Background: an optimization exercise with open tools, aiming at small area, a short achievable clock period and few clock cycles per item. Do not read the settings as production practice.
Function was checked by simulation only, so behaviour that the tests miss may differ from the original.

==> inputs of run E <==
## INV
module INV #(
    parameter DATA_W    = 32,
    parameter INT_BITS  = 8,
    parameter FRAC_BITS = 24,
    parameter N_ITER    = 3
)(
    input  wire                 clk,
    input  wire                 rstn,
    input  wire                 start,
    input  wire [DATA_W-1:0]    dd,      
    output wire [DATA_W-1:0]    q,       
    output reg                  done
);
    localparam [31:0] TWO = 32'h0200_0000;
    localparam [31:0] ONE = 32'h0100_0000;
    reg [2:0]  ph;      
    reg [31:0] a;       
    reg [15:0] b_one, b_two, b_neg;    
    reg        tstep;   
    wire [31:0] nb   = (ph == 3'd0) | (ph == 3'd2) ? dd :
                       (ph == 3'd4) | (ph == 3'd5) ? ONE : a;
    wire        nneg = (ph == 3'd0) | (ph == 3'd2);
    wire [32:0] nbw  = {nb, 1'b0};
    wire [15:0] e_one, e_two, e_neg;
    genvar k;
    generate for (k = 0; k < 16; k = k + 1) begin : enc
        assign e_one[k] = nbw[2*k+1] ^ nbw[2*k];
        assign e_two[k] = (nbw[2*k+2] & ~nbw[2*k+1] & ~nbw[2*k]) |
                          (~nbw[2*k+2] & nbw[2*k+1] & nbw[2*k]);
        assign e_neg[k] = nbw[2*k+2] ^ nneg;
    end endgenerate
    wire m1 = ((b_one[0] & a[0]) | (b_two[0] & 1'b0)) ^ b_neg[0];
    wire m2 = ((b_one[0] & a[1]) | (b_two[0] & a[0])) ^ b_neg[0];
    wire m3 = ((b_one[0] & a[2]) | (b_two[0] & a[1])) ^ b_neg[0];
    wire m4 = ((b_one[0] & a[3]) | (b_two[0] & a[2])) ^ b_neg[0];
    wire m5 = ((b_one[0] & a[4]) | (b_two[0] & a[3])) ^ b_neg[0];
    wire m6 = ((b_one[0] & a[5]) | (b_two[0] & a[4])) ^ b_neg[0];
    wire m7 = ((b_one[0] & a[6]) | (b_two[0] & a[5])) ^ b_neg[0];
  ...
export LEC_CHECK = 0
export CAP_MARGIN = 20
export CORE_MARGIN = 2
export CORE_UTILIZATION = 40
export SLEW_MARGIN = 20
export SYNTH_HIERARCHICAL = 1
export SYNTH_MINIMUM_KEEP_SIZE = 0
export SETUP_SLACK_MARGIN = 6.0
create_clock -name core_clock -period 12.0 [get_ports {clk}]
standard.sh (not shown) runs the stock make flow with config.mk's settings and CLKGATE_MAP_FILE= SYNTH_SCRIPT=/design/flow/synth_recipe.tcl, a recipe that flattens the netlist after the stock synthesis.
==> flow/flow/run.sh <==
#!/bin/bash
set -euo pipefail
cat >> config.mk <<'EOC'
export SETUP_SLACK_MARGIN = 6.0
EOC
bash standard.sh > standard_flow.log 2>&1
==> run M (differences from run E) <==
==> flow/flow/run.sh (replaced) <==
#!/bin/bash
set -euo pipefail
cat >> config.mk <<'EOC'
export SETUP_SLACK_MARGIN = 5.7
EOC
bash standard.sh > standard_flow.log 2>&1
Settings changed: ABC_AREA set to 1, SETUP_SLACK_MARGIN 6.0 to 5.7.
==> run Y (differences from run E) <==
==> flow/flow/run.sh (replaced) <==
#!/bin/bash
set -euo pipefail
cat >> config.mk <<'EOC'
export SETUP_SLACK_MARGIN = 5.3
EOC
bash standard.sh > standard_flow.log 2>&1
Settings changed: ABC_AREA set to 1, SETUP_SLACK_MARGIN 6.0 to 5.3.
==> run Z (differences from run E) <==
==> flow/run.sh (new file) <==
#!/bin/bash
# synth_recipe.tcl (not shown) runs the flow's synth.tcl, then flattens the netlist and writes it again
# the make line also repeats each setting of config.mk as NAME=value (left out here)
make -C /OpenROAD-flow-scripts/flow DESIGN_CONFIG=/design/flow/config.mk WORK_HOME=/design/flow/orfs CLKGATE_MAP_FILE= SYNTH_SCRIPT=/design/flow/synth_recipe.tcl finish
Settings changed: SETUP_SLACK_MARGIN 6.0 to 5.
removed: flow/flow/run.sh
removed: flow/standard.sh
==> run summary <==
The clock skew after layout is between 0.01 and 0.015 ns. The worst register-to-register path begins at a[3]. The capture point of the worst reg-to-reg path is a[13]. The flow ran to the end and the layout has no timing, DRC or antenna violations. The final layout contains between 3000 and 4000 nets.
(the above is from run Y)
==> run summary <==
The flow ran to the end and the layout has no timing, DRC or antenna violations. The worst register-to-register path begins at a[9]. The total number of nets in the final design came out at just over 3000. The clock skew after layout is approximately 0.018 ns.
(the above is from run Z)
==> run summary <==
The flow ran to the end and the layout has no timing, DRC or antenna violations. sky130_fd_sc_hd__fa_1 takes more of the synthesized area than any other cell. In this run the critical register-to-register path is launched from a[29]. In this run the critical register-to-register path is captured at a[13]. The routed length per placed instance is 27.1 um.

The number of antenna violations at the first check in global routing was 1. For this run, the register share of the synthesized area comes to ~6.6%. The clock skew after layout is 0.0105 ns.
(the above is from run M)
==> run summary <==
The total number of nets in the final design came out at between 3000 and 4000. The run finished with no timing, DRC or antenna violations. The clock skew after layout is roughly 0.015 ns. Summing the sequential cell areas from Yosys gives ~6.7% of the chip area. In this run the critical register-to-register path is launched from b_one[5].

The worst register-to-register path ends at a[31].
(the above is from run E)
Testbench counts of run E, summed over its fixed seeds: cycles 9,600, items 1,600.
Testbench counts of run M, summed over its fixed seeds: cycles 9,600, items 1,600.
Testbench counts of run Y, summed over its fixed seeds: cycles 9,600, items 1,600.
Testbench counts of run Z, summed over its fixed seeds: cycles 9,600, items 1,600.

-- what the ideal ports hide --
No port has a modelled driver above. Below, the same layouts with a new extraction and two added sets of constraints.
Step 1, drivers: a clkbuf_16 drives clk and a buf_2 each remaining input, both assumed.
Step 2 moves the port delays by t, midway between the first and last clock arrival at a register: inputs arrive t later, outputs are due t later. That takes back most of the time a late clock gives input paths.
Slacks: ideal ports / drivers / drivers and shift; pairs: ideal ports / drivers.
run	t, ns	setup WS [ns]	worst setup path at the end	worst register clock-pin slew, ns	pins driven straight from the clock port
run E	0.390	5.747 / 5.747 / 5.747	register to register	0.08 / 0.08	1
run M	0.398	5.846 / 5.846 / 5.846	register to register	0.07 / 0.07	1
run Y	0.400	5.545 / 5.545 / 5.545	register to register	0.07 / 0.07	1
run Z	0.401	5.061 / 5.061 / 5.061	register to register	0.08 / 0.08	1
After both steps every run listed still meets setup and hold.
